Source: an optimization exercise on an open RTL-to-GDS flow (aim: small area, a short achievable clock period and few clock cycles per item). Production flows keep margins and buffers that such runs may drop.
At most, simulation tests tie the RTL to the original design; equivalence was not proved.
For run 1, only the layout was checked, not whether the RTL still works.
Power is estimated from default activity; no workload was simulated.

<file path="design/flow/run.sh">
#!/bin/bash
# synth_recipe.tcl (not shown) runs the flow's synth.tcl, then flattens the netlist and writes it again
# the make line also repeats each setting of config.mk as NAME=value (left out here)
make -C /OpenROAD-flow-scripts/flow DESIGN_CONFIG=/design/flow/config.mk WORK_HOME=/design/flow/orfs CLKGATE_MAP_FILE= SYNTH_SCRIPT=/design/flow/synth_recipe.tcl finish
</file>
<file path="design/flow/config.mk">
export PLATFORM = sky130hd
export DESIGN_NAME = fp_carpma
export DESIGN_NICKNAME = fp_carpma
export VERILOG_FILES = /design/flow/design.v
export SDC_FILE = /design/flow/constraint.sdc
export NUM_CORES = 4
export LEC_CHECK = 0
export CAP_MARGIN = 20
export CORE_MARGIN = 2
export CORE_UTILIZATION = 40
export SLEW_MARGIN = 20
</file>
<file path="design/flow/constraint.sdc">
create_clock -name core_clock -period 10.0 [get_ports {clk_i}]
set_input_delay 2.0000 -clock core_clock [delete_from_list [all_inputs] [get_ports {clk_i}]]
set_output_delay 2.0000 -clock core_clock [all_outputs]
set_load 0.01 [all_outputs]
</file>
<file path="design/flow/design.v">
module fp_carpma(
    input clk_i, rst_i, en_i,
    input [31:0] x1_i, x2_i,
    output [31:0] sonuc_o,
    output done_o
    );
  wire nz1 = |x1_i;
  wire nz2 = |x2_i;
  wire [23:0] ma = {nz1, x1_i[22:0]};
  wire [23:0] mb = {nz2, x2_i[22:0]};
  reg [2:0] cnt_q;
  reg [24:0] s_q, c_q;
  reg cy_q;
  reg [7:0] e_q;
  reg sg_q;
  wire run = en_i & ~rst_i;
  wire hold = (cnt_q == 3'd4);
  wire sh = run & ~hold;
  wire hd = run & hold;
  reg [5:0] dig;
  always @(*) begin
    case (cnt_q)
      3'd0: dig = mb[5:0];
      3'd1: dig = mb[11:6];
      3'd2: dig = mb[17:12];
      3'd3: dig = mb[23:18];
      default: dig = 6'b0;
    endcase
  end
  wire [23:0] pp0 = ma & {24{dig[0]}};
  wire [23:0] pp1 = ma & {24{dig[1]}};
  wire [23:0] pp2 = ma & {24{dig[2]}};
  wire [23:0] pp3 = ma & {24{dig[3]}};
  wire [23:0] pp4 = ma & {24{dig[4]}};
  wire [23:0] pp5 = ma & {24{dig[5]}};
  wire hs0 = c_q[5] ^ s_q[5];
  wire hc0 = c_q[5] & s_q[5];
  wire fs0 = c_q[6] ^ s_q[6] ^ pp0[5];
  wire fc0 = (c_q[6] & s_q[6]) | (c_q[6] & pp0[5]) | (s_q[6] & pp0[5]);
  wire hs1 = pp1[4] ^ pp2[3];
  wire hc1 = pp1[4] & pp2[3];
  wire fs1 = c_q[7] ^ s_q[7] ^ pp0[6];
  wire fc1 = (c_q[7] & s_q[7]) | (c_q[7] & pp0[6]) | (s_q[7] & pp0[6]);
  wire fs2 = pp1[5] ^ pp2[4] ^ pp3[3];
  wire fc2 = (pp1[5] & pp2[4]) | (pp1[5] & pp3[3]) | (pp2[4] & pp3[3]);
  wire fs3 = c_q[8] ^ s_q[8] ^ pp0[7];
  wire fc3 = (c_q[8] & s_q[8]) | (c_q[8] & pp0[7]) | (s_q[8] & pp0[7]);
  wire fs4 = pp1[6] ^ pp2[5] ^ pp3[4];
  wire fc4 = (pp1[6] & pp2[5]) | (pp1[6] & pp3[4]) | (pp2[5] & pp3[4]);
  wire fs5 = c_q[9] ^ s_q[9] ^ pp0[8];
  wire fc5 = (c_q[9] & s_q[9]) | (c_q[9] & pp0[8]) | (s_q[9] & pp0[8]);
  wire fs6 = pp1[7] ^ pp2[6] ^ pp3[5];
  wire fc6 = (pp1[7] & pp2[6]) | (pp1[7] & pp3[5]) | (pp2[6] & pp3[5]);
  wire fs7 = c_q[10] ^ s_q[10] ^ pp0[9];
  wire fc7 = (c_q[10] & s_q[10]) | (c_q[10] & pp0[9]) | (s_q[10] & pp0[9]);
  wire fs8 = pp1[8] ^ pp2[7] ^ pp3[6];
  wire fc8 = (pp1[8] & pp2[7]) | (pp1[8] & pp3[6]) | (pp2[7] & pp3[6]);
  wire fs9 = c_q[11] ^ s_q[11] ^ pp0[10];
  wire fc9 = (c_q[11] & s_q[11]) | (c_q[11] & pp0[10]) | (s_q[11] & pp0[10]);
  wire fs10 = pp1[9] ^ pp2[8] ^ pp3[7];
  wire fc10 = (pp1[9] & pp2[8]) | (pp1[9] & pp3[7]) | (pp2[8] & pp3[7]);
  wire fs11 = c_q[12] ^ s_q[12] ^ pp0[11];
  wire fc11 = (c_q[12] & s_q[12]) | (c_q[12] & pp0[11]) | (s_q[12] & pp0[11]);
  wire fs12 = pp1[10] ^ pp2[9] ^ pp3[8];
  wire fc12 = (pp1[10] & pp2[9]) | (pp1[10] & pp3[8]) | (pp2[9] & pp3[8]);
  wire fs13 = c_q[13] ^ s_q[13] ^ pp0[12];
  wire fc13 = (c_q[13] & s_q[13]) | (c_q[13] & pp0[12]) | (s_q[13] & pp0[12]);
  wire fs14 = pp1[11] ^ pp2[10] ^ pp3[9];
  wire fc14 = (pp1[11] & pp2[10]) | (pp1[11] & pp3[9]) | (pp2[10] & pp3[9]);
  wire fs15 = c_q[14] ^ s_q[14] ^ pp0[13];
  wire fc15 = (c_q[14] & s_q[14]) | (c_q[14] & pp0[13]) | (s_q[14] & pp0[13]);
  wire fs16 = pp1[12] ^ pp2[11] ^ pp3[10];
  wire fc16 = (pp1[12] & pp2[11]) | (pp1[12] & pp3[10]) | (pp2[11] & pp3[10]);
  wire fs17 = c_q[15] ^ s_q[15] ^ pp0[14];
  wire fc17 = (c_q[15] & s_q[15]) | (c_q[15] & pp0[14]) | (s_q[15] & pp0[14]);
  wire fs18 = pp1[13] ^ pp2[12] ^ pp3[11];
  wire fc18 = (pp1[13] & pp2[12]) | (pp1[13] & pp3[11]) | (pp2[12] & pp3[11]);
  wire fs19 = c_q[16] ^ s_q[16] ^ pp0[15];
  wire fc19 = (c_q[16] & s_q[16]) | (c_q[16] & pp0[15]) | (s_q[16] & pp0[15]);
  wire fs20 = pp1[14] ^ pp2[13] ^ pp3[12];
  wire fc20 = (pp1[14] & pp2[13]) | (pp1[14] & pp3[12]) | (pp2[13] & pp3[12]);
  wire fs21 = c_q[17] ^ s_q[17] ^ pp0[16];
  wire fc21 = (c_q[17] & s_q[17]) | (c_q[17] & pp0[16]) | (s_q[17] & pp0[16]);
  wire fs22 = pp1[15] ^ pp2[14] ^ pp3[13];
  wire fc22 = (pp1[15] & pp2[14]) | (pp1[15] & pp3[13]) | (pp2[14] & pp3[13]);
  wire fs23 = c_q[18] ^ s_q[18] ^ pp0[17];
  wire fc23 = (c_q[18] & s_q[18]) | (c_q[18] & pp0[17]) | (s_q[18] & pp0[17]);
  wire fs24 = pp1[16] ^ pp2[15] ^ pp3[14];
  wire fc24 = (pp1[16] & pp2[15]) | (pp1[16] & pp3[14]) | (pp2[15] & pp3[14]);
  wire fs25 = c_q[19] ^ s_q[19] ^ pp0[18];
  wire fc25 = (c_q[19] & s_q[19]) | (c_q[19] & pp0[18]) | (s_q[19] & pp0[18]);
  wire fs26 = pp1[17] ^ pp2[16] ^ pp3[15];
  wire fc26 = (pp1[17] & pp2[16]) | (pp1[17] & pp3[15]) | (pp2[16] & pp3[15]);
  wire fs27 = c_q[20] ^ s_q[20] ^ pp0[19];
  wire fc27 = (c_q[20] & s_q[20]) | (c_q[20] & pp0[19]) | (s_q[20] & pp0[19]);
  wire fs28 = pp1[18] ^ pp2[17] ^ pp3[16];
  wire fc28 = (pp1[18] & pp2[17]) | (pp1[18] & pp3[16]) | (pp2[17] & pp3[16]);
  wire fs29 = c_q[21] ^ s_q[21] ^ pp0[20];
  wire fc29 = (c_q[21] & s_q[21]) | (c_q[21] & pp0[20]) | (s_q[21] & pp0[20]);
  wire fs30 = pp1[19] ^ pp2[18] ^ pp3[17];
  wire fc30 = (pp1[19] & pp2[18]) | (pp1[19] & pp3[17]) | (pp2[18] & pp3[17]);
  wire fs31 = c_q[22] ^ s_q[22] ^ pp0[21];
  wire fc31 = (c_q[22] & s_q[22]) | (c_q[22] & pp0[21]) | (s_q[22] & pp0[21]);
  wire fs32 = pp1[20] ^ pp2[19] ^ pp3[18];
  wire fc32 = (pp1[20] & pp2[19]) | (pp1[20] & pp3[18]) | (pp2[19] & pp3[18]);
  wire fs33 = c_q[23] ^ s_q[23] ^ pp0[22];
  wire fc33 = (c_q[23] & s_q[23]) | (c_q[23] & pp0[22]) | (s_q[23] & pp0[22]);
  wire fs34 = pp1[21] ^ pp2[20] ^ pp3[19];
  wire fc34 = (pp1[21] & pp2[20]) | (pp1[21] & pp3[19]) | (pp2[20] & pp3[19]);
  wire fs35 = c_q[24] ^ s_q[24] ^ pp0[23];
  wire fc35 = (c_q[24] & s_q[24]) | (c_q[24] & pp0[23]) | (s_q[24] & pp0[23]);
  wire fs36 = pp1[22] ^ pp2[21] ^ pp3[20];
  wire fc36 = (pp1[22] & pp2[21]) | (pp1[22] & pp3[20]) | (pp2[21] & pp3[20]);
  wire hs2 = pp1[23] ^ pp2[22];
  wire hc2 = pp1[23] & pp2[22];
  wire hs3 = c_q[3] ^ s_q[3];
  wire hc3 = c_q[3] & s_q[3];
  wire fs37 = c_q[4] ^ s_q[4] ^ pp0[3];
  wire fc37 = (c_q[4] & s_q[4]) | (c_q[4] & pp0[3]) | (s_q[4] & pp0[3]);
  wire hs4 = pp1[2] ^ pp2[1];
  wire hc4 = pp1[2] & pp2[1];
  wire fs38 = hs0 ^ pp0[4] ^ pp1[3];
  wire fc38 = (hs0 & pp0[4]) | (hs0 & pp1[3]) | (pp0[4] & pp1[3]);
  wire fs39 = pp2[2] ^ pp3[1] ^ pp4[0];
  wire fc39 = (pp2[2] & pp3[1]) | (pp2[2] & pp4[0]) | (pp3[1] & pp4[0]);
  wire fs40 = hc0 ^ pp3[2] ^ pp4[1];
  wire fc40 = (hc0 & pp3[2]) | (hc0 & pp4[1]) | (pp3[2] & pp4[1]);
  wire fs41 = pp5[0] ^ hs1 ^ fs0;
  wire fc41 = (pp5[0] & hs1) | (pp5[0] & fs0) | (hs1 & fs0);
  wire fs42 = pp4[2] ^ pp5[1] ^ hc1;
  wire fc42 = (pp4[2] & pp5[1]) | (pp4[2] & hc1) | (pp5[1] & hc1);
  wire fs43 = fc0 ^ fs1 ^ fs2;
  wire fc43 = (fc0 & fs1) | (fc0 & fs2) | (fs1 & fs2);
  wire fs44 = pp4[3] ^ pp5[2] ^ fc1;
  wire fc44 = (pp4[3] & pp5[2]) | (pp4[3] & fc1) | (pp5[2] & fc1);
  wire fs45 = fc2 ^ fs3 ^ fs4;
  wire fc45 = (fc2 & fs3) | (fc2 & fs4) | (fs3 & fs4);
  wire fs46 = pp4[4] ^ pp5[3] ^ fc3;
  wire fc46 = (pp4[4] & pp5[3]) | (pp4[4] & fc3) | (pp5[3] & fc3);
  wire fs47 = fc4 ^ fs5 ^ fs6;
  wire fc47 = (fc4 & fs5) | (fc4 & fs6) | (fs5 & fs6);
  wire fs48 = pp4[5] ^ pp5[4] ^ fc5;
  wire fc48 = (pp4[5] & pp5[4]) | (pp4[5] & fc5) | (pp5[4] & fc5);
  wire fs49 = fc6 ^ fs7 ^ fs8;
  wire fc49 = (fc6 & fs7) | (fc6 & fs8) | (fs7 & fs8);
  wire fs50 = pp4[6] ^ pp5[5] ^ fc7;
  wire fc50 = (pp4[6] & pp5[5]) | (pp4[6] & fc7) | (pp5[5] & fc7);
  wire fs51 = fc8 ^ fs10 ^ fs9;
  wire fc51 = (fc8 & fs10) | (fc8 & fs9) | (fs10 & fs9);
  wire fs52 = pp4[7] ^ pp5[6] ^ fc10;
  wire fc52 = (pp4[7] & pp5[6]) | (pp4[7] & fc10) | (pp5[6] & fc10);
  wire fs53 = fc9 ^ fs11 ^ fs12;
  wire fc53 = (fc9 & fs11) | (fc9 & fs12) | (fs11 & fs12);
  wire fs54 = pp4[8] ^ pp5[7] ^ fc11;
  wire fc54 = (pp4[8] & pp5[7]) | (pp4[8] & fc11) | (pp5[7] & fc11);
  wire fs55 = fc12 ^ fs13 ^ fs14;
  wire fc55 = (fc12 & fs13) | (fc12 & fs14) | (fs13 & fs14);
  wire fs56 = pp4[9] ^ pp5[8] ^ fc13;
  wire fc56 = (pp4[9] & pp5[8]) | (pp4[9] & fc13) | (pp5[8] & fc13);
  wire fs57 = fc14 ^ fs15 ^ fs16;
  wire fc57 = (fc14 & fs15) | (fc14 & fs16) | (fs15 & fs16);
  wire fs58 = pp4[10] ^ pp5[9] ^ fc15;
  wire fc58 = (pp4[10] & pp5[9]) | (pp4[10] & fc15) | (pp5[9] & fc15);
  wire fs59 = fc16 ^ fs17 ^ fs18;
  wire fc59 = (fc16 & fs17) | (fc16 & fs18) | (fs17 & fs18);
  wire fs60 = pp4[11] ^ pp5[10] ^ fc17;
  wire fc60 = (pp4[11] & pp5[10]) | (pp4[11] & fc17) | (pp5[10] & fc17);
  wire fs61 = fc18 ^ fs19 ^ fs20;
  wire fc61 = (fc18 & fs19) | (fc18 & fs20) | (fs19 & fs20);
  wire fs62 = pp4[12] ^ pp5[11] ^ fc19;
  wire fc62 = (pp4[12] & pp5[11]) | (pp4[12] & fc19) | (pp5[11] & fc19);
  wire fs63 = fc20 ^ fs21 ^ fs22;
  wire fc63 = (fc20 & fs21) | (fc20 & fs22) | (fs21 & fs22);
  wire fs64 = pp4[13] ^ pp5[12] ^ fc21;
  wire fc64 = (pp4[13] & pp5[12]) | (pp4[13] & fc21) | (pp5[12] & fc21);
  wire fs65 = fc22 ^ fs23 ^ fs24;
  wire fc65 = (fc22 & fs23) | (fc22 & fs24) | (fs23 & fs24);
  wire fs66 = pp4[14] ^ pp5[13] ^ fc23;
  wire fc66 = (pp4[14] & pp5[13]) | (pp4[14] & fc23) | (pp5[13] & fc23);
  wire fs67 = fc24 ^ fs25 ^ fs26;
  wire fc67 = (fc24 & fs25) | (fc24 & fs26) | (fs25 & fs26);
  wire fs68 = pp4[15] ^ pp5[14] ^ fc25;
  wire fc68 = (pp4[15] & pp5[14]) | (pp4[15] & fc25) | (pp5[14] & fc25);
  wire fs69 = fc26 ^ fs27 ^ fs28;
  wire fc69 = (fc26 & fs27) | (fc26 & fs28) | (fs27 & fs28);
  wire fs70 = pp4[16] ^ pp5[15] ^ fc27;
  wire fc70 = (pp4[16] & pp5[15]) | (pp4[16] & fc27) | (pp5[15] & fc27);
  wire fs71 = fc28 ^ fs29 ^ fs30;
  wire fc71 = (fc28 & fs29) | (fc28 & fs30) | (fs29 & fs30);
  wire fs72 = pp4[17] ^ pp5[16] ^ fc29;
  wire fc72 = (pp4[17] & pp5[16]) | (pp4[17] & fc29) | (pp5[16] & fc29);
  wire fs73 = fc30 ^ fs31 ^ fs32;
  wire fc73 = (fc30 & fs31) | (fc30 & fs32) | (fs31 & fs32);
  wire fs74 = pp4[18] ^ pp5[17] ^ fc31;
  wire fc74 = (pp4[18] & pp5[17]) | (pp4[18] & fc31) | (pp5[17] & fc31);
  wire fs75 = fc32 ^ fs33 ^ fs34;
  wire fc75 = (fc32 & fs33) | (fc32 & fs34) | (fs33 & fs34);
  wire fs76 = pp4[19] ^ pp5[18] ^ fc33;
  wire fc76 = (pp4[19] & pp5[18]) | (pp4[19] & fc33) | (pp5[18] & fc33);
  wire fs77 = fc34 ^ fs35 ^ fs36;
  wire fc77 = (fc34 & fs35) | (fc34 & fs36) | (fs35 & fs36);
  wire fs78 = pp3[21] ^ pp4[20] ^ pp5[19];
  wire fc78 = (pp3[21] & pp4[20]) | (pp3[21] & pp5[19]) | (pp4[20] & pp5[19]);
  wire fs79 = hs2 ^ fc35 ^ fc36;
  wire fc79 = (hs2 & fc35) | (hs2 & fc36) | (fc35 & fc36);
  wire fs80 = pp2[23] ^ pp3[22] ^ pp4[21];
  wire fc80 = (pp2[23] & pp3[22]) | (pp2[23] & pp4[21]) | (pp3[22] & pp4[21]);
  wire hs5 = pp5[20] ^ hc2;
  wire hc5 = pp5[20] & hc2;
  wire hs6 = pp3[23] ^ pp4[22];
  wire hc6 = pp3[23] & pp4[22];
  wire hs7 = c_q[2] ^ s_q[2];
  wire hc7 = c_q[2] & s_q[2];
  wire fs81 = hs3 ^ pp0[2] ^ pp1[1];
  wire fc81 = (hs3 & pp0[2]) | (hs3 & pp1[1]) | (pp0[2] & pp1[1]);
  wire fs82 = hc3 ^ pp3[0] ^ hs4;
  wire fc82 = (hc3 & pp3[0]) | (hc3 & hs4) | (pp3[0] & hs4);
  wire fs83 = hc4 ^ fc37 ^ fs38;
  wire fc83 = (hc4 & fc37) | (hc4 & fs38) | (fc37 & fs38);
  wire fs84 = fc38 ^ fc39 ^ fs40;
  wire fc84 = (fc38 & fc39) | (fc38 & fs40) | (fc39 & fs40);
  wire fs85 = fc40 ^ fs42 ^ fc41;
  wire fc85 = (fc40 & fs42) | (fc40 & fc41) | (fs42 & fc41);
  wire fs86 = fc42 ^ fc43 ^ fs44;
  wire fc86 = (fc42 & fc43) | (fc42 & fs44) | (fc43 & fs44);
  wire fs87 = fc44 ^ fc45 ^ fs46;
  wire fc87 = (fc44 & fc45) | (fc44 & fs46) | (fc45 & fs46);
  wire fs88 = fc46 ^ fc47 ^ fs48;
  wire fc88 = (fc46 & fc47) | (fc46 & fs48) | (fc47 & fs48);
  wire fs89 = fc48 ^ fc49 ^ fs50;
  wire fc89 = (fc48 & fc49) | (fc48 & fs50) | (fc49 & fs50);
  wire fs90 = fc50 ^ fc51 ^ fs52;
  wire fc90 = (fc50 & fc51) | (fc50 & fs52) | (fc51 & fs52);
  wire fs91 = fc52 ^ fc53 ^ fs54;
  wire fc91 = (fc52 & fc53) | (fc52 & fs54) | (fc53 & fs54);
  wire fs92 = fc54 ^ fc55 ^ fs56;
  wire fc92 = (fc54 & fc55) | (fc54 & fs56) | (fc55 & fs56);
  wire fs93 = fc56 ^ fc57 ^ fs58;
  wire fc93 = (fc56 & fc57) | (fc56 & fs58) | (fc57 & fs58);
  wire fs94 = fc58 ^ fc59 ^ fs60;
  wire fc94 = (fc58 & fc59) | (fc58 & fs60) | (fc59 & fs60);
  wire fs95 = fc60 ^ fc61 ^ fs62;
  wire fc95 = (fc60 & fc61) | (fc60 & fs62) | (fc61 & fs62);
  wire fs96 = fc62 ^ fc63 ^ fs64;
  wire fc96 = (fc62 & fc63) | (fc62 & fs64) | (fc63 & fs64);
  wire fs97 = fc64 ^ fc65 ^ fs66;
  wire fc97 = (fc64 & fc65) | (fc64 & fs66) | (fc65 & fs66);
  wire fs98 = fc66 ^ fc67 ^ fs68;
  wire fc98 = (fc66 & fc67) | (fc66 & fs68) | (fc67 & fs68);
  wire fs99 = fc68 ^ fc69 ^ fs70;
  wire fc99 = (fc68 & fc69) | (fc68 & fs70) | (fc69 & fs70);
  wire fs100 = fc70 ^ fc71 ^ fs72;
  wire fc100 = (fc70 & fc71) | (fc70 & fs72) | (fc71 & fs72);
  wire fs101 = fc72 ^ fc73 ^ fs74;
  wire fc101 = (fc72 & fc73) | (fc72 & fs74) | (fc73 & fs74);
  wire fs102 = fc74 ^ fc75 ^ fs76;
  wire fc102 = (fc74 & fc75) | (fc74 & fs76) | (fc75 & fs76);
  wire fs103 = fs78 ^ fc76 ^ fc77;
  wire fc103 = (fs78 & fc76) | (fs78 & fc77) | (fc76 & fc77);
  wire fs104 = fc78 ^ fs80 ^ hs5;
  wire fc104 = (fc78 & fs80) | (fc78 & hs5) | (fs80 & hs5);
  wire fs105 = pp5[21] ^ hs6 ^ fc80;
  wire fc105 = (pp5[21] & hs6) | (pp5[21] & fc80) | (hs6 & fc80);
  wire hs8 = pp4[23] ^ pp5[22];
  wire hc8 = pp4[23] & pp5[22];
  wire hs9 = c_q[0] ^ cy_q;
  wire hc9 = c_q[0] & cy_q;
  wire fs106 = c_q[1] ^ s_q[1] ^ pp0[0];
  wire fc106 = (c_q[1] & s_q[1]) | (c_q[1] & pp0[0]) | (s_q[1] & pp0[0]);
  wire fs107 = hs7 ^ pp0[1] ^ pp1[0];
  wire fc107 = (hs7 & pp0[1]) | (hs7 & pp1[0]) | (pp0[1] & pp1[0]);
  wire fs108 = hc7 ^ pp2[0] ^ fs81;
  wire fc108 = (hc7 & pp2[0]) | (hc7 & fs81) | (pp2[0] & fs81);
  wire fs109 = fc81 ^ fs37 ^ fs82;
  wire fc109 = (fc81 & fs37) | (fc81 & fs82) | (fs37 & fs82);
  wire fs110 = fs39 ^ fc82 ^ fs83;
  wire fc110 = (fs39 & fc82) | (fs39 & fs83) | (fc82 & fs83);
  wire fs111 = fc83 ^ fs41 ^ fs84;
  wire fc111 = (fc83 & fs41) | (fc83 & fs84) | (fs41 & fs84);
  wire fs112 = fc84 ^ fs43 ^ fs85;
  wire fc112 = (fc84 & fs43) | (fc84 & fs85) | (fs43 & fs85);
  wire fs113 = fs45 ^ fc85 ^ fs86;
  wire fc113 = (fs45 & fc85) | (fs45 & fs86) | (fc85 & fs86);
  wire fs114 = fs47 ^ fc86 ^ fs87;
  wire fc114 = (fs47 & fc86) | (fs47 & fs87) | (fc86 & fs87);
  wire fs115 = fs49 ^ fc87 ^ fs88;
  wire fc115 = (fs49 & fc87) | (fs49 & fs88) | (fc87 & fs88);
  wire fs116 = fs51 ^ fc88 ^ fs89;
  wire fc116 = (fs51 & fc88) | (fs51 & fs89) | (fc88 & fs89);
  wire fs117 = fs53 ^ fc89 ^ fs90;
  wire fc117 = (fs53 & fc89) | (fs53 & fs90) | (fc89 & fs90);
  wire fs118 = fs55 ^ fc90 ^ fs91;
  wire fc118 = (fs55 & fc90) | (fs55 & fs91) | (fc90 & fs91);
  wire fs119 = fs57 ^ fc91 ^ fs92;
  wire fc119 = (fs57 & fc91) | (fs57 & fs92) | (fc91 & fs92);
  wire fs120 = fs59 ^ fc92 ^ fs93;
  wire fc120 = (fs59 & fc92) | (fs59 & fs93) | (fc92 & fs93);
  wire fs121 = fs61 ^ fc93 ^ fs94;
  wire fc121 = (fs61 & fc93) | (fs61 & fs94) | (fc93 & fs94);
  wire fs122 = fs63 ^ fc94 ^ fs95;
  wire fc122 = (fs63 & fc94) | (fs63 & fs95) | (fc94 & fs95);
  wire fs123 = fs65 ^ fc95 ^ fs96;
  wire fc123 = (fs65 & fc95) | (fs65 & fs96) | (fc95 & fs96);
  wire fs124 = fs67 ^ fc96 ^ fs97;
  wire fc124 = (fs67 & fc96) | (fs67 & fs97) | (fc96 & fs97);
  wire fs125 = fs69 ^ fc97 ^ fs98;
  wire fc125 = (fs69 & fc97) | (fs69 & fs98) | (fc97 & fs98);
  wire fs126 = fs71 ^ fc98 ^ fs99;
  wire fc126 = (fs71 & fc98) | (fs71 & fs99) | (fc98 & fs99);
  wire fs127 = fs73 ^ fc99 ^ fs100;
  wire fc127 = (fs73 & fc99) | (fs73 & fs100) | (fc99 & fs100);
  wire fs128 = fs75 ^ fc100 ^ fs101;
  wire fc128 = (fs75 & fc100) | (fs75 & fs101) | (fc100 & fs101);
  wire fs129 = fs77 ^ fc101 ^ fs102;
  wire fc129 = (fs77 & fc101) | (fs77 & fs102) | (fc101 & fs102);
  wire fs130 = fs79 ^ fc102 ^ fs103;
  wire fc130 = (fs79 & fc102) | (fs79 & fs103) | (fc102 & fs103);
  wire fs131 = fc79 ^ fs104 ^ fc103;
  wire fc131 = (fc79 & fs104) | (fc79 & fc103) | (fs104 & fc103);
  wire fs132 = hc5 ^ fs105 ^ fc104;
  wire fc132 = (hc5 & fs105) | (hc5 & fc104) | (fs105 & fc104);
  wire fs133 = hc6 ^ hs8 ^ fc105;
  wire fc133 = (hc6 & hs8) | (hc6 & fc105) | (hs8 & fc105);
  wire hs10 = pp5[23] ^ hc8;
  wire hc10 = pp5[23] & hc8;
  wire [30:0] ts = {hc10, hs10, fs133, fs132, fc130, fc129, fc128, fc127, fc126, fc125, fc124, fc123, fc122, fc121, fc120, fc119, fc118, fc117, fc116, fc115, fc114, fc113, fc112, fc111, fc110, fc109, fc108, fc107, fc106, hc9, s_q[0]};
  wire [30:0] tc = {1'b0, fc133, fc132, fc131, fs131, fs130, fs129, fs128, fs127, fs126, fs125, fs124, fs123, fs122, fs121, fs120, fs119, fs118, fs117, fs116, fs115, fs114, fs113, fs112, fs111, fs110, fs109, fs108, fs107, fs106, hs9};
  wire [6:0] lo_sum = {1'b0, ts[5:0]} + {1'b0, tc[5:0]};
  wire cy_d = lo_sum[6];
  always @(posedge clk_i) begin
    cnt_q <= run ? (hold ? cnt_q : cnt_q + 3'd1) : 3'd0;
    s_q <= (ts[30:6] & {25{sh}}) | (s_q & {25{hd}});
    c_q <= (tc[30:6] & {25{sh}}) | (c_q & {25{hd}});
    cy_q <= (cy_d & sh) | (cy_q & hd);
    e_q <= (nz1 & nz2) ? (x1_i[30:23] + x2_i[30:23] + 8'd129) : 8'd0;
    sg_q <= nz1 & nz2 & (x1_i[31] ^ x2_i[31]);
  end
  wire [24:0] r = s_q + c_q + {24'd0, cy_q};
  wire [22:0] man = r[24] ? r[23:1] : r[22:0];
  wire [7:0] e = e_q + {7'd0, r[24]};
  assign sonuc_o = {sg_q, e, man};
  assign done_o = hold;
endmodule
</file>
==> impl_metrics.prom, run 1 <==
# TYPE chip_impl_metric gauge
chip_impl_info{name="result_of_the_run",value="complete, no violations"} 1
chip_impl_metric{name="cts-hold-fix-buffers",unit=""} 0
chip_impl_metric{name="hold_violations",unit=""} 0
chip_impl_metric{name="placementRows",unit=""} 53
chip_impl_metric{name="fp.dieArea",unit="µm²"} 22400
chip_impl_metric{name="slowest_delay",unit="ps"} 560
chip_impl_metric{name="fraction_of_final_layout_cells_sized_beyond_drive_strength_1",unit="%"} 5.47
chip_impl_info{name="timing.critical_path.from_type",value="flip-flop"} 1
chip_impl_info{name="cp_cell_sequence",value="inv_1 > fa_1 > inv_1 > fa_1 > a21oi_1 > o21a_2 > o221ai_4 > a31oi_4 > o31a_4 > mux2i_2 > and2_4 > inv_1 > ha_1 > ha_1 > nand3_1 > xnor2_1 > clkdlybuf4s50_1"} 1
chip_impl_metric{name="final_antenna_net_count",unit=""} 0
chip_impl_metric{name="route.vias.total",unit=""} 6707
chip_impl_metric{name="first_pass_iters",unit=""} 5
chip_impl_metric{name="h_tree_lvl_count",unit=""} 3
chip_impl_metric{name="crit_path_max_fanout",unit=""} 24
chip_impl_metric{name="regToRegSetupSlack",unit="ps"} 5590
chip_impl_info{name="min_delay_worst_endpoint",value="c_q[0]"} 1
chip_impl_metric{name="final_setup_violating_endpoints",unit=""} 0
chip_impl_metric{name="average_detailed_routed_wire_length_per_instance",unit="µm"} 17.4
chip_impl_metric{name="period_needed",unit="ps"} 6610
chip_impl_metric{name="ir_worst_vdd",unit="µV"} 88.8
chip_impl_metric{name="number_of_enable_type_register_cells_in_the_synthesized_netlist",unit=""} 0
chip_impl_metric{name="global_route_wire_length_before_repair",unit="mm"} 36.7
chip_impl_metric{name="post_synth_instance_area",unit="µm²"} 8480
chip_impl_info{name="synth_flop_cell",value="sky130_fd_sc_hd__dfxtp_1"} 1
chip_impl_metric{name="post-route-period-util",unit="%"} 66.1
chip_impl_metric{name="filler_cell_count",unit=""} 2034
chip_impl_metric{name="synthArstFlopShare",unit="%"} 0
chip_impl_metric{name="place_congestion",unit=""} 0.868
chip_impl_metric{name="worst_pin_slew",unit="ps"} 899
chip_impl_metric{name="worstHoldPathCells",unit=""} 2
chip_impl_metric{name="area_growth_syn_to_layout",unit="%"} 18.1
chip_impl_metric{name="final_critical_path_setup_slack",unit="ps"} 3390
chip_impl_metric{name="yosys_register_bits",unit=""} 63
chip_impl_metric{name="stdcell_count",unit=""} 1281
chip_impl_metric{name="synth.yosys.warnings",unit=""} 1
chip_impl_metric{name="ios",unit=""} 100
chip_impl_metric{name="initial_antenna_violation_count",unit=""} 0
chip_impl_metric{name="insertedDiodeCount",unit=""} 0
chip_impl_metric{name="horizontal_extent_of_the_die",unit="µm"} 150
chip_impl_metric{name="syn_inst",unit=""} 920
chip_impl_metric{name="dp_cells",unit=""} 1267
chip_impl_info{name="r2r-end",value="c_q[19]"} 1
chip_impl_metric{name="skew",unit="ps"} 11.3
chip_impl_metric{name="reg2reg_depth",unit=""} 12
chip_impl_metric{name="maximum_number_of_pins_on_one_net_before_global_route_repair",unit=""} 90
chip_impl_metric{name="max_slew_margin",unit="%"} 39.7
chip_impl_metric{name="via_count_of_the_first_global_routing_pass",unit=""} 6893
chip_impl_metric{name="clk_pin_slew",unit="ps"} 50
chip_impl_metric{name="pwr_density_cell",unit="nW/µm²"} 204
chip_impl_metric{name="final_max_slew_viol_count",unit=""} 0
chip_impl_info{name="tritoncts_clock_tree",value="yes"} 1
chip_impl_metric{name="io_buffer_count",unit=""} 99
chip_impl_info{name="grt_setup_unrepaired",value="false"} 1
chip_impl_info{name="critPathCaptureType",value="output pin"} 1
chip_impl_info{name="hold_crit_class",value="flip-flop to flip-flop"} 1
chip_impl_metric{name="die_height",unit="µm"} 150
chip_impl_metric{name="finalPower",unit="mW"} 2.05
chip_impl_metric{name="clock_insertion_delay_worst_skew",unit="ps"} 350
chip_impl_metric{name="nNetsFinal",unit=""} 1264
chip_impl_metric{name="synthDistinctLibCells",unit=""} 61
chip_impl_metric{name="cp.arrival",unit="ps"} 4610
chip_impl_metric{name="post-synth-top-area-fraction",unit="%"} 32.3
chip_impl_info{name="layout_commonest_cell",value="sky130_fd_sc_hd__fa_1"} 1
chip_impl_info{name="path_common_cell",value="sky130_fd_sc_hd__inv_1"} 1
chip_impl_info{name="most-common-layout-cells",value="sky130_fd_sc_hd__fa_1, sky130_fd_sc_hd__inv_1, sky130_fd_sc_hd__nand2_1, sky130_fd_sc_hd__clkdlybuf4s50_1, sky130_fd_sc_hd__and2_1"} 1
chip_impl_info{name="post_synth_main_area_contributors",value="sky130_fd_sc_hd__fa_1, sky130_fd_sc_hd__dfxtp_1, sky130_fd_sc_hd__ha_1"} 1
chip_impl_metric{name="timing.max_cap.violations",unit=""} 0
chip_impl_metric{name="postSynthNetCount",unit=""} 1181
chip_impl_metric{name="p_leak",unit="nW"} 4.20
chip_impl_metric{name="vias_per_cell",unit=""} 5.24
chip_impl_metric{name="tritoncts.num_buffers",unit=""} 9
chip_impl_metric{name="postRouteWirelength",unit="mm"} 22.3
chip_impl_info{name="netlist.top_cell.by_area",value="sky130_fd_sc_hd__fa_1"} 1
chip_impl_metric{name="dp_hpwl",unit="mm"} 17.7
chip_impl_metric{name="cts.repair_timing.setup_buffer_count",unit=""} 0
chip_impl_metric{name="critical_path_required",unit="ps"} 8000
chip_impl_metric{name="cts_resized",unit=""} 0
chip_impl_metric{name="fin_tns_setup",unit="ps"} 0
chip_impl_info{name="min-delay-start",value="c_q[0]"} 1
chip_impl_metric{name="global_route.overflow_total",unit=""} 0
chip_impl_metric{name="fmax",unit="MHz"} 151
chip_impl_metric{name="cts.sink_count",unit=""} 63
chip_impl_metric{name="share_of_synthesized_area_occupied_by_flip_flops_and_latches",unit="%"} 14.9
chip_impl_metric{name="drc",unit=""} 0
chip_impl_metric{name="preCtsSetupSlack",unit="ps"} 3740
chip_impl_metric{name="gr-usage-all-layers",unit="%"} 21.4
chip_impl_metric{name="syn-mean-instance-area",unit="µm²"} 9.22
chip_impl_info{name="timing.setup.critical_path_class",value="flip-flop to output pin"} 1
chip_impl_info{name="worstReg2RegStart",value="cnt_q[0]"} 1
chip_impl_metric{name="core-area",unit="µm²"} 20900
chip_impl_info{name="cp_slowest_cell",value="sky130_fd_sc_hd__clkdlybuf4s50_1"} 1
chip_impl_metric{name="start_util",unit="%"} 40.6
chip_impl_info{name="cts-root-buf",value="sky130_fd_sc_hd__clkbuf_16"} 1
chip_impl_metric{name="drt_iter0_drc",unit=""} 359
chip_impl_metric{name="clock_path_buffers",unit=""} 2
## power breakdown
group	switching (mW)	internal, mW	total (mW)	leakage (nW)
Sequential	0.0605	0.317	0.378	0.517
Combinational	0.684	0.639	1.32	3.52
Clock	0.116	0.229	0.345	0.154
Total	0.861	1.19	2.05	4.20
## sequential cells by signal (all words and copies together) (netlist names)
register  flops
c_q          25
cnt_q         3
cy_q          1
e_q           8
s_q          25
sg_q          1
## cell families after synthesis
| group | Yosys count | share of synthesized area [%] |
|---|---|---|
| multiplexers | 21 | 3.23 |
| flip-flops | 63 | 14.9 |
| AND/OR/NAND/NOR | 303 | 17.5 |
| AO/OA/AOI/OAI | 148 | 12.4 |
| buffers and inverters | 156 | 7.63 |
| adder cells (fa/ha/maj) | 194 | 40.7 |
| XOR/XNOR | 35 | 3.61 |
## worst max-delay path: cells and delay by family, from the launching register on
family,cells,cell delay [ps]
buffers and inverters,4,800
AND/OR/NAND/NOR,2,590
AO/OA/AOI/OAI,5,1020
multiplexers,1,280
XOR/XNOR,1,120
flip-flops,1,350
adder cells (fa/ha/maj),4,1100
## per-stage QoR
step | util (%) | instance area [µm²] | hold WS (ps)
floorplan | - | 8480 | 436
global placement | 46.4 | 9700 | 447
detailed placement | 46.4 | 9700 | 454
CTS | 48.0 | 10000 | 476
global route | 48.0 | 10000 | 493
finish | 48.0 | 10000 | 476
## synthesized netlist by cell type, types with 3 or more instances
library cell and n:
sky130_fd_sc_hd__nor4_1 16, sky130_fd_sc_hd__nand2_1 110, sky130_fd_sc_hd__nand3_1 8, sky130_fd_sc_hd__a211oi_1 41
sky130_fd_sc_hd__mux2i_1 5, sky130_fd_sc_hd__dfxtp_1 63, sky130_fd_sc_hd__a21o_1 14, sky130_fd_sc_hd__mux2_2 4
sky130_fd_sc_hd__xor2_1 12, sky130_fd_sc_hd__xnor2_1 23, sky130_fd_sc_hd__o21ai_0 18, sky130_fd_sc_hd__mux2_4 11
sky130_fd_sc_hd__buf_12 3, sky130_fd_sc_hd__fa_1 137, sky130_fd_sc_hd__a31oi_1 4, sky130_fd_sc_hd__o31ai_1 4
sky130_fd_sc_hd__nand4_1 7, sky130_fd_sc_hd__nor2b_1 5, sky130_fd_sc_hd__nor2_1 59, sky130_fd_sc_hd__and2_1 83
sky130_fd_sc_hd__ha_1 57, sky130_fd_sc_hd__clkbuf_1 28, sky130_fd_sc_hd__inv_1 120, sky130_fd_sc_hd__and3_1 3
sky130_fd_sc_hd__a21oi_1 36, sky130_fd_sc_hd__a222oi_1 6
## how the worst max path moves through the flow
stage,startpoint,endpoint,slack (ps),cells past startpoint
detailed placement,s_q[0],sonuc_o[27],3740,17
floorplan,s_q[0],sonuc_o[29],4680,18
global placement,s_q[0],sonuc_o[29],3860,17
global route,s_q[0],sonuc_o[27],3090,17
finish,s_q[0],sonuc_o[27],3390,17
CTS,s_q[0],sonuc_o[27],3350,17
## layout make-up
cell class	count	area, µm²	share of cell area (%)
clock buffers	11	253	2.52
clock inverters	3	67.6	0.674
inverters	121	454	4.53
multi-input cells	701	6590	65.8
flip-flops and latches	63	1260	12.6
well taps	275	344	3.43
repair buffers	107	1050	10.5
## metal layers
metal / GRT usage, % / share of wire (%)
met4: 6.10 / 2.2
met3: 2.96 / 4.0
met2: 36.2 / 49
met1: 28.6 / 45
met5: 0 / 0
==> inputs of run 2 (changes only) <==
--- a/design/flow/design.v
+++ b/design/flow/design.v
@@ -325,7 +325,7 @@
   wire hc10 = pp5[23] & hc8;
   wire [30:0] ts = {hc10, hs10, fs133, fs132, fc130, fc129, fc128, fc127, fc126, fc125, fc124, fc123, fc122, fc121, fc120, fc119, fc118, fc117, fc116, fc115, fc114, fc113, fc112, fc111, fc110, fc109, fc108, fc107, fc106, hc9, s_q[0]};
   wire [30:0] tc = {1'b0, fc133, fc132, fc131, fs131, fs130, fs129, fs128, fs127, fs126, fs125, fs124, fs123, fs122, fs121, fs120, fs119, fs118, fs117, fs116, fs115, fs114, fs113, fs112, fs111, fs110, fs109, fs108, fs107, fs106, hs9};
-  wire [6:0] lo_sum = {1'b0, ts[5:0]} + {1'b0, tc[5:0]};
+  wire [6:0] lo_sum = ts[5:0] + tc[5:0];
   wire cy_d = lo_sum[6];
   always @(posedge clk_i) begin
     cnt_q <= run ? (hold ? cnt_q : cnt_q + 3'd1) : 3'd0;
@@ -335,9 +335,11 @@
     e_q <= (nz1 & nz2) ? (x1_i[30:23] + x2_i[30:23] + 8'd129) : 8'd0;
     sg_q <= nz1 & nz2 & (x1_i[31] ^ x2_i[31]);
   end
-  wire [24:0] r = s_q + c_q + {24'd0, cy_q};
+  wire [25:0] r1 = {s_q, cy_q} + {c_q, cy_q};
+  wire [24:0] r = r1[25:1];
   wire [22:0] man = r[24] ? r[23:1] : r[22:0];
-  wire [7:0] e = e_q + {7'd0, r[24]};
+  wire [7:0] e_inc = e_q + 8'd1;
+  wire [7:0] e = r[24] ? e_inc : e_q;
   assign sonuc_o = {sg_q, e, man};
   assign done_o = hold;
 endmodule
--- a/design/flow/config.mk
+++ b/design/flow/config.mk
@@ -5,7 +5,9 @@
 export SDC_FILE = /design/flow/constraint.sdc
 export NUM_CORES = 4
 export LEC_CHECK = 0
+export ABC_CLOCK_PERIOD_IN_PS = 4000
 export CAP_MARGIN = 20
 export CORE_MARGIN = 2
 export CORE_UTILIZATION = 40
+export SETUP_SLACK_MARGIN = 5
 export SLEW_MARGIN = 20
==> impl_metrics.prom, run 2 <==
# TYPE chip_impl_metric gauge
chip_impl_metric{name="clockPowerShare",unit="%"} 13.5
chip_impl_metric{name="p_leak",unit="nW"} 4.77
chip_impl_metric{name="placementRows",unit=""} 53
chip_impl_metric{name="die_height",unit="µm"} 151
chip_impl_metric{name="clk_pin_slew",unit="ps"} 60
chip_impl_info{name="cts-root-buf",value="sky130_fd_sc_hd__clkbuf_16"} 1
chip_impl_metric{name="initial_antenna_violation_count",unit=""} 0
chip_impl_metric{name="share_of_synthesized_area_occupied_by_flip_flops_and_latches",unit="%"} 14.7
chip_impl_metric{name="fp.dieArea",unit="µm²"} 22700
chip_impl_metric{name="via_count_of_the_first_global_routing_pass",unit=""} 7443
chip_impl_metric{name="nNetsFinal",unit=""} 1358
chip_impl_metric{name="cts-hold-fix-buffers",unit=""} 0
chip_impl_info{name="post_synth_main_area_contributors",value="sky130_fd_sc_hd__fa_1, sky130_fd_sc_hd__dfxtp_1, sky130_fd_sc_hd__ha_1"} 1
chip_impl_metric{name="final_max_slew_viol_count",unit=""} 0
chip_impl_info{name="yosys-top-cells-count",value="sky130_fd_sc_hd__fa_1, sky130_fd_sc_hd__inv_1, sky130_fd_sc_hd__nand2_1"} 1
chip_impl_metric{name="stdcell_count",unit=""} 1378
chip_impl_metric{name="dp_hpwl",unit="mm"} 17.9
chip_impl_info{name="cp_slowest_cell",value="sky130_fd_sc_hd__a2111oi_4"} 1
chip_impl_metric{name="io_buffer_count",unit=""} 99
chip_impl_info{name="hold_crit_class",value="flip-flop to flip-flop"} 1
chip_impl_metric{name="power.sequential.fraction",unit="%"} 17.9
chip_impl_metric{name="tritoncts.num_buffers",unit=""} 9
chip_impl_info{name="layout_commonest_cell",value="sky130_fd_sc_hd__fa_1"} 1
chip_impl_info{name="synth_flop_cell",value="sky130_fd_sc_hd__dfxtp_1"} 1
chip_impl_metric{name="synthArstFlopShare",unit="%"} 0
chip_impl_metric{name="worst_hold_margin",unit="ps"} 481
chip_impl_metric{name="synthDistinctLibCells",unit=""} 56
chip_impl_info{name="worstSetupStartpoint",value="c_q[0]"} 1
chip_impl_metric{name="postSynthNetCount",unit=""} 1204
chip_impl_info{name="regs_by_ff_count",value="c_q (25), s_q (25), e_q (8)"} 1
chip_impl_metric{name="drc",unit=""} 0
chip_impl_metric{name="syn_inst",unit=""} 944
chip_impl_metric{name="hold_violations",unit=""} 0
chip_impl_info{name="timing.setup.critical_path_class",value="flip-flop to output pin"} 1
chip_impl_metric{name="fraction_of_final_layout_cells_sized_beyond_drive_strength_1",unit="%"} 29.8
chip_impl_metric{name="first_pass_iters",unit=""} 5
chip_impl_metric{name="post-route-util",unit="%"} 54.7
chip_impl_metric{name="insertedDiodeCount",unit=""} 0
chip_impl_metric{name="vias_per_cell",unit=""} 5.33
chip_impl_metric{name="average_detailed_routed_wire_length_per_instance",unit="µm"} 19.4
chip_impl_metric{name="p_int",unit="mW"} 1.26
chip_impl_info{name="timing.critical_path.from_type",value="flip-flop"} 1
chip_impl_metric{name="slowest_delay",unit="ps"} 480
chip_impl_metric{name="post-synth-top-area-fraction",unit="%"} 31.7
chip_impl_metric{name="finalPower",unit="mW"} 2.23
chip_impl_metric{name="power.switching",unit="mW"} 0.974
chip_impl_metric{name="fin_tns_setup",unit="ps"} 0
chip_impl_metric{name="clock_path_buffers",unit=""} 2
chip_impl_metric{name="drt_iter0_drc",unit=""} 484
chip_impl_metric{name="fmax",unit="MHz"} 192
chip_impl_metric{name="yosys_register_bits",unit=""} 63
chip_impl_metric{name="ir_worst_vdd",unit="µV"} 75.2
chip_impl_info{name="tritoncts_clock_tree",value="yes"} 1
chip_impl_metric{name="crit_path_max_fanout",unit=""} 4
chip_impl_metric{name="max_slew_margin",unit="%"} 33.4
chip_impl_metric{name="route.vias.total",unit=""} 7340
chip_impl_metric{name="skew",unit="ps"} 8.77
chip_impl_metric{name="final_antenna_net_count",unit=""} 0
chip_impl_metric{name="cp.arrival",unit="ps"} 3200
chip_impl_metric{name="period_needed",unit="ps"} 5200
chip_impl_metric{name="place_congestion",unit=""} 0.847
chip_impl_metric{name="ios",unit=""} 100
chip_impl_info{name="path_common_cell",value="sky130_fd_sc_hd__buf_6"} 1
chip_impl_info{name="yosys.cell_count.top_type",value="sky130_fd_sc_hd__fa_1"} 1
chip_impl_info{name="worstReg2RegStart",value="cnt_q[2]"} 1
chip_impl_info{name="grt_setup_unrepaired",value="true"} 1
chip_impl_metric{name="postRouteWirelength",unit="mm"} 26.8
chip_impl_metric{name="post_synth_instance_area",unit="µm²"} 8590
chip_impl_info{name="netlist.top_cell.by_area",value="sky130_fd_sc_hd__fa_1"} 1
chip_impl_info{name="critPathCaptureType",value="output pin"} 1
chip_impl_metric{name="global_route.overflow_total",unit=""} 0
chip_impl_metric{name="worst_pin_slew",unit="ps"} 998
chip_impl_metric{name="post-route-period-util",unit="%"} 52.0
chip_impl_info{name="cp_cell_sequence",value="ha_4 > a21o_1 > nand3_4 > a2111oi_4 > buf_4 > o21ai_4 > a21oi_2 > nand4b_4 > buf_6 > buf_6 > buf_6 > buf_16 > mux2_4 > buf_6"} 1
chip_impl_metric{name="h_tree_lvl_count",unit=""} 3
chip_impl_metric{name="power.combinational.fraction",unit="%"} 68.6
chip_impl_metric{name="fraction_of_power_spent_switching_nets",unit="%"} 43.7
chip_impl_metric{name="dp_cells",unit=""} 1285
chip_impl_metric{name="area_growth_syn_to_layout",unit="%"} 33.9
chip_impl_metric{name="timing.max_cap.violations",unit=""} 0
chip_impl_metric{name="core-area",unit="µm²"} 21000
chip_impl_metric{name="start_util",unit="%"} 40.8
chip_impl_metric{name="pwr_density_cell",unit="nW/µm²"} 194
chip_impl_metric{name="final_setup_violating_endpoints",unit=""} 0
chip_impl_metric{name="syn-mean-instance-area",unit="µm²"} 9.10
chip_impl_metric{name="gr-usage-all-layers",unit="%"} 24.2
chip_impl_info{name="min-delay-start",value="c_q[0]"} 1
chip_impl_metric{name="synth.yosys.warnings",unit=""} 1
chip_impl_info{name="result_of_the_run",value="complete, no violations"} 1
chip_impl_metric{name="global_route_wire_length_before_repair",unit="mm"} 41.3
chip_impl_metric{name="maximum_number_of_pins_on_one_net_before_global_route_repair",unit=""} 90
chip_impl_metric{name="critical_path_required",unit="ps"} 8000
chip_impl_metric{name="cts.sink_count",unit=""} 63
chip_impl_info{name="most-common-layout-cells",value="sky130_fd_sc_hd__fa_1, sky130_fd_sc_hd__nand2_1, sky130_fd_sc_hd__inv_1, sky130_fd_sc_hd__and2_1, sky130_fd_sc_hd__nor2_1"} 1
chip_impl_metric{name="horizontal_extent_of_the_die",unit="µm"} 151
chip_impl_metric{name="clock_insertion_delay_worst_skew",unit="ps"} 350
chip_impl_metric{name="number_of_enable_type_register_cells_in_the_synthesized_netlist",unit=""} 0
-- run 2: changes by cell type after synthesis, sizes merged, moves of 4 or more --
cell	change
a21oi	+14
xnor2	+8
mux2	+5
nand4	+5
inv	-4
nand2b	+4
xor2	-4
-- run 2: cell type report --
cell class / count / area [µm²]
flip-flops and latches: 63 / 1280
well taps: 275 / 344
clock buffers: 10 / 239
repair buffers: 179 / 1660
multi-input cells: 728 / 7490
inverters: 117 / 439
fillers: 1899 / 9520
clock inverters: 6 / 46.3
-- run 2: final timing paths --
check / to / slack (ps) / depth (start not counted)
worst max-delay path: sonuc_o[7] / 4800 / 14
worst min-delay path: c_q[0] / 480 / 2
worst max register to register: cy_q / 5790 / 16
worst min register to register: c_q[0] / 480 / 2
-- run 2: critical path, delay by kind of cell (launching register included) --
| kind | cells | cell delay, ps |
|---|---|---|
| AOI/OAI and AO/OA | 4 | 930 |
| buffers and inverters | 6 | 740 |
| DFF | 1 | 340 |
| muxes | 1 | 300 |
| and+or+nand+nor | 2 | 280 |
| adders and majority gates | 1 | 260 |
-- run 2: cells by family (layout without fill, tap and decap cells) --
logic type	count (synthesis)	after routing	synth area share, %
AOI/OAI and AO/OA	151	154	11.7
xor gates and xnor gates	39	39	3.98
adders and majority gates	193	193	40.0
buffers and inverters	157	312	7.27
DFF	63	63	14.7
muxes	23	23	3.76
and+or+nand+nor	318	319	18.6
-- run 2: through the flow --
stage	setup WS, ps	cell area [µm²]
CTS	4770	11000
global route	4740	11500
detailed placement	4220	9810
global placement	4030	9810
finish	4800	11500
floorplan	5010	8590
-- run 2: layer usage --
layer | part of all wire [%] | track usage [%] | wire length [µm] | vias to the layer above
met5 | 0 | 0 | 0 | -
met4 | 2.6 | 5.99 | 708 | 0
met3 | 5.8 | 3.79 | 1560 | 38
met2 | 49 | 41.1 | 13000 | 240
met1 | 43 | 32.4 | 11400 | 3644
li1 | - | - | - | 3418
-- run 2: power groups by stage --
| stage | logic, mW | clock network (mW) | registers (mW) |
|---|---|---|---|
| floorplan | 0.908 | 0 | 0.362 |
| global placement | 1.32 | 0 | 0.386 |
| detailed placement | 1.34 | 0 | 0.387 |
| CTS | 1.43 | 0.307 | 0.394 |
| global route | 1.72 | 0.319 | 0.406 |
| finish | 1.53 | 0.302 | 0.398 |
-- run 2: timing repair --
item / 4_1_cts / 5_1_grt
endpoints found under the setup margin: 76 / 72
gates resized for setup: 259 / 175
setup buffers: 38 / 25
cloned: 13 / 1
pin swaps: 46 / 83
Testbench counts of run 2, summed over its fixed seeds: cycles 11,992, items 2,400.
==> inputs of run 3 (changes only) <==
==> design/flow/config.mk (replaced) <==
export PLATFORM = sky130hd
export DESIGN_NAME = fp_carpma
export DESIGN_NICKNAME = fp_carpma
export VERILOG_FILES = /design/flow/design.v
export SDC_FILE = /design/flow/constraint.sdc
export NUM_CORES = 4
export LEC_CHECK = 0
export CAP_MARGIN = 20
export CORE_MARGIN = 2
export CORE_UTILIZATION = 40
export SLEW_MARGIN = 20
==> impl_metrics.prom, run 3 <==
# TYPE chip_impl_metric gauge
chip_impl_metric{name="max_slew_margin",unit="%"} 39.5
chip_impl_metric{name="tritoncts.num_buffers",unit=""} 9
chip_impl_metric{name="yosys_register_bits",unit=""} 63
chip_impl_metric{name="first_pass_iters",unit=""} 5
chip_impl_metric{name="drt_iter0_drc",unit=""} 347
chip_impl_info{name="cts-root-buf",value="sky130_fd_sc_hd__clkbuf_16"} 1
chip_impl_metric{name="cts.sink_count",unit=""} 63
chip_impl_info{name="critPathTopFamily",value="simple AND/OR/NAND/NOR gates"} 1
chip_impl_metric{name="finalPower",unit="mW"} 2.05
chip_impl_metric{name="post-route-period-util",unit="%"} 60.0
chip_impl_metric{name="stdcell_count",unit=""} 1300
chip_impl_info{name="path_common_cell",value="sky130_fd_sc_hd__nand3_2"} 1
chip_impl_metric{name="crit_path_max_fanout",unit=""} 32
chip_impl_metric{name="cts.repair_timing.setup_buffer_count",unit=""} 0
chip_impl_metric{name="clk_pin_slew",unit="ps"} 50
chip_impl_metric{name="postSynthNetCount",unit=""} 1204
chip_impl_metric{name="power.combinational.fraction",unit="%"} 64.9
chip_impl_metric{name="postRouteWirelength",unit="mm"} 22.4
chip_impl_info{name="result_of_the_run",value="complete, no violations"} 1
chip_impl_metric{name="timing.max_cap.violations",unit=""} 0
chip_impl_metric{name="area_growth_syn_to_layout",unit="%"} 17.9
chip_impl_info{name="r2r-end",value="cy_q"} 1
chip_impl_metric{name="fin_tns_setup",unit="ps"} 0
chip_impl_info{name="min-delay-start",value="s_q[2]"} 1
chip_impl_metric{name="syn_inst",unit=""} 944
chip_impl_metric{name="final_cell_area",unit="µm²"} 10100
chip_impl_info{name="most-common-layout-cells",value="sky130_fd_sc_hd__fa_1, sky130_fd_sc_hd__inv_1, sky130_fd_sc_hd__nand2_1, sky130_fd_sc_hd__clkdlybuf4s50_1, sky130_fd_sc_hd__and2_1"} 1
chip_impl_metric{name="syn-mean-instance-area",unit="µm²"} 9.10
chip_impl_metric{name="global_route_wire_length_before_repair",unit="mm"} 37.4
chip_impl_metric{name="ir_worst_vdd",unit="µV"} 79.7
chip_impl_metric{name="synthDistinctLibCells",unit=""} 56
chip_impl_metric{name="reg2reg_depth",unit=""} 14
chip_impl_metric{name="regToRegSetupSlack",unit="ps"} 5980
chip_impl_metric{name="slowest_delay",unit="ps"} 600
chip_impl_info{name="tritoncts_clock_tree",value="yes"} 1
chip_impl_metric{name="insertedDiodeCount",unit=""} 0
chip_impl_metric{name="nNetsFinal",unit=""} 1281
chip_impl_metric{name="synthArstFlopShare",unit="%"} 0
chip_impl_metric{name="gr-usage-all-layers",unit="%"} 21.2
chip_impl_metric{name="core-area",unit="µm²"} 21000
chip_impl_metric{name="via_count_of_the_first_global_routing_pass",unit=""} 7140
chip_impl_info{name="hold_crit_class",value="flip-flop to flip-flop"} 1
chip_impl_info{name="layout_commonest_cell",value="sky130_fd_sc_hd__fa_1"} 1
chip_impl_metric{name="post-route-util",unit="%"} 48.2
chip_impl_info{name="netlist.top_cell.by_area",value="sky130_fd_sc_hd__fa_1"} 1
chip_impl_metric{name="vias_per_cell",unit=""} 5.24
chip_impl_metric{name="global_route.overflow_total",unit=""} 0
chip_impl_metric{name="skew",unit="ps"} 7.91
chip_impl_metric{name="fraction_of_final_layout_cells_sized_beyond_drive_strength_1",unit="%"} 5.76
chip_impl_metric{name="clock_insertion_delay_worst_skew",unit="ps"} 340
chip_impl_metric{name="number_of_enable_type_register_cells_in_the_synthesized_netlist",unit=""} 0
chip_impl_metric{name="place_area",unit="µm²"} 9800
chip_impl_metric{name="cts-hold-fix-buffers",unit=""} 0
chip_impl_metric{name="average_detailed_routed_wire_length_per_instance",unit="µm"} 17.2
chip_impl_info{name="post_synth_main_area_contributors",value="sky130_fd_sc_hd__fa_1, sky130_fd_sc_hd__dfxtp_1, sky130_fd_sc_hd__ha_1"} 1
chip_impl_metric{name="period_needed",unit="ps"} 6000
chip_impl_metric{name="pwr_density_cell",unit="nW/µm²"} 202
chip_impl_metric{name="post-synth-top-area-fraction",unit="%"} 31.7
chip_impl_metric{name="synth.yosys.warnings",unit=""} 1
chip_impl_metric{name="initial_antenna_violation_count",unit=""} 0
chip_impl_metric{name="p_leak",unit="nW"} 4.05
chip_impl_info{name="yosys.cell_count.top_type",value="sky130_fd_sc_hd__fa_1"} 1
chip_impl_metric{name="io_buffer_count",unit=""} 99
chip_impl_metric{name="start_util",unit="%"} 40.8
chip_impl_metric{name="power.switching",unit="mW"} 0.853
chip_impl_metric{name="power.sequential.fraction",unit="%"} 18.5
chip_impl_metric{name="cp.arrival",unit="ps"} 4000
chip_impl_metric{name="horizontal_extent_of_the_die",unit="µm"} 151
chip_impl_info{name="synth_flop_cell",value="sky130_fd_sc_hd__dfxtp_1"} 1
chip_impl_info{name="regs_by_ff_count",value="c_q (25), s_q (25), e_q (8)"} 1
chip_impl_metric{name="share_of_synthesized_area_occupied_by_flip_flops_and_latches",unit="%"} 14.7
chip_impl_metric{name="dp_cells",unit=""} 1285
chip_impl_metric{name="cts_resized",unit=""} 0
chip_impl_metric{name="p_int",unit="mW"} 1.20
chip_impl_info{name="grt_setup_unrepaired",value="false"} 1
chip_impl_metric{name="final_max_slew_viol_count",unit=""} 0
chip_impl_metric{name="placementRows",unit=""} 53
chip_impl_info{name="yosys-top-cells-count",value="sky130_fd_sc_hd__fa_1, sky130_fd_sc_hd__inv_1, sky130_fd_sc_hd__nand2_1"} 1
chip_impl_info{name="timing.critical_path.from_type",value="flip-flop"} 1
chip_impl_metric{name="critical_path_required",unit="ps"} 8000
chip_impl_metric{name="dp_hpwl",unit="mm"} 17.7
chip_impl_metric{name="final_antenna_net_count",unit=""} 0
chip_impl_info{name="cp_cell_sequence",value="ha_1 > and2_4 > nand3_2 > a2111oi_2 > o21ai_0 > nand3_2 > nand4b_4 > nand4_1 > xnor2_1 > clkdlybuf4s50_1"} 1
chip_impl_metric{name="fp.dieArea",unit="µm²"} 22700
chip_impl_metric{name="final_setup_violating_endpoints",unit=""} 0
chip_impl_metric{name="fraction_of_power_spent_switching_nets",unit="%"} 41.6
chip_impl_metric{name="worstHoldPathCells",unit=""} 2
chip_impl_metric{name="critPathBufInv",unit=""} 1
chip_impl_metric{name="drc",unit=""} 0
chip_impl_metric{name="fmax",unit="MHz"} 167
chip_impl_metric{name="die_height",unit="µm"} 151
chip_impl_metric{name="hold_violations",unit=""} 0
chip_impl_info{name="cp_slowest_cell",value="sky130_fd_sc_hd__nand4b_4"} 1
chip_impl_metric{name="ios",unit=""} 100
chip_impl_metric{name="maximum_number_of_pins_on_one_net_before_global_route_repair",unit=""} 90
chip_impl_metric{name="clock_path_buffers",unit=""} 2
chip_impl_metric{name="clockPowerShare",unit="%"} 16.6
chip_impl_info{name="timing.setup.critical_path_class",value="flip-flop to output pin"} 1
chip_impl_info{name="critPathCaptureType",value="output pin"} 1
chip_impl_metric{name="worst_pin_slew",unit="ps"} 908
chip_impl_metric{name="place_congestion",unit=""} 0.861
chip_impl_info{name="worstReg2RegStart",value="cnt_q[0]"} 1
chip_impl_metric{name="route.vias.total",unit=""} 6808
chip_impl_info{name="min_delay_worst_endpoint",value="s_q[2]"} 1
chip_impl_metric{name="post_synth_instance_area",unit="µm²"} 8590
chip_impl_metric{name="h_tree_lvl_count",unit=""} 3
==> run 3: cell counts after synthesis <==
Identical to the previous run, type by type.
==> run 3: power groups by stage <==
stage                     Combinational [mW]  Sequential [mW]  Clock, mW
after floorplan                        0.907            0.362          0
after global placement                  1.35            0.381          0
after detailed placement                1.35            0.384          0
after CTS                               1.36            0.379      0.348
after global routing                    1.51            0.387      0.357
final                                   1.33            0.378      0.340
==> run 3: worst max-delay path by stage <==
stage	start	to	slack, ps	depth (start not counted)
after floorplan	x2_i[15]	c_q[19]	4930	10
after global placement	x2_i[21]	c_q[1]	4240	13
after detailed placement	x2_i[28]	c_q[1]	4180	13
after CTS	c_q[3]	sonuc_o[28]	3910	10
after global routing	s_q[3]	sonuc_o[28]	3700	10
final	s_q[3]	sonuc_o[28]	4000	10
==> run 3: layout make-up <==
class                   count  area [µm²]
clock buffers              11         243
clock inverters             4        70.1
fillers                  2028       10900
inverters                 117         439
multi-input cells         724        6720
flip-flops and latches     63        1260
well taps                 275         344
repair buffers            106        1040
==> run 3: logic make-up after synthesis <==
kind of cell	after synthesis	synth area share [%]
fa+ha+maj	193	40.0
xor+xnor	39	3.98
mux	23	3.76
flops	63	14.7
buf+inv	157	7.27
simple gates	318	18.6
compound gates	151	11.7
==> run 3: stage by stage <==
| stage | hold WS [ps] | worst slack (ps) |
|---|---|---|
| 2_1_floorplan | 436 | 4930 |
| 3_3_place_gp | 459 | 4240 |
| 3_5_place_dp | 460 | 4180 |
| 4_1_cts | 471 | 3910 |
| 5_1_grt | 500 | 3700 |
| 6_report | 472 | 4000 |
==> run 3: worst register-to-register path: cells and delay by family (launching register included) <==
family / cells / cell delay, ps
buffers and inverters: 4 / 410
adder cells (fa/ha/maj): 5 / 2020
AND/OR/NAND/NOR: 1 / 220
AO/OA/AOI/OAI: 4 / 840
flip-flops: 1 / 360
==> run 3: layer usage <==
metal / up-vias / track usage (%) / routed length [µm]
met5: - / 0 / 0
met4: 0 / 6.98 / 603
met3: 31 / 2.85 / 807
met2: 158 / 35.5 / 10800
met1: 3373 / 28.5 / 10200
li1: 3246 / - / -

==> port drivers added, routing unchanged <==
The flow's constraints put no driver on any port. The routed layouts listed below were extracted and timed again, unchanged, in two steps.
Step 1 sets driving cells, clkbuf_16 on the clock port and buf_2 on the other inputs (assumed; they add their load-dependent delay and slew).
Step 2, shift: input delay + t, output delay - t, t = (earliest + latest rising clock arrival at the registers) / 2. This alone moves slack from input paths to output paths.
Three values: ideal ports, drivers, drivers and shift; two values: the first two.
run | shift t [ns] | setup slack, ns | worst setup path at the end | clock arrival spread, ns
run 1 | 0.382 | 3.386 / 3.345 / 3.727 | register to output | 0.012 / 0.012
run 2 | 0.387 | 4.804 / 4.762 / 4.601 | input to register | 0.012 / 0.012
run 3 | 0.381 | 4.000 / 3.957 / 4.166 | input to register | 0.008 / 0.009
After both steps every run listed still meets setup and hold. The setup slack of run 2, which loses most, moves by -0.042 ns with the drivers and by -0.203 ns with both steps.
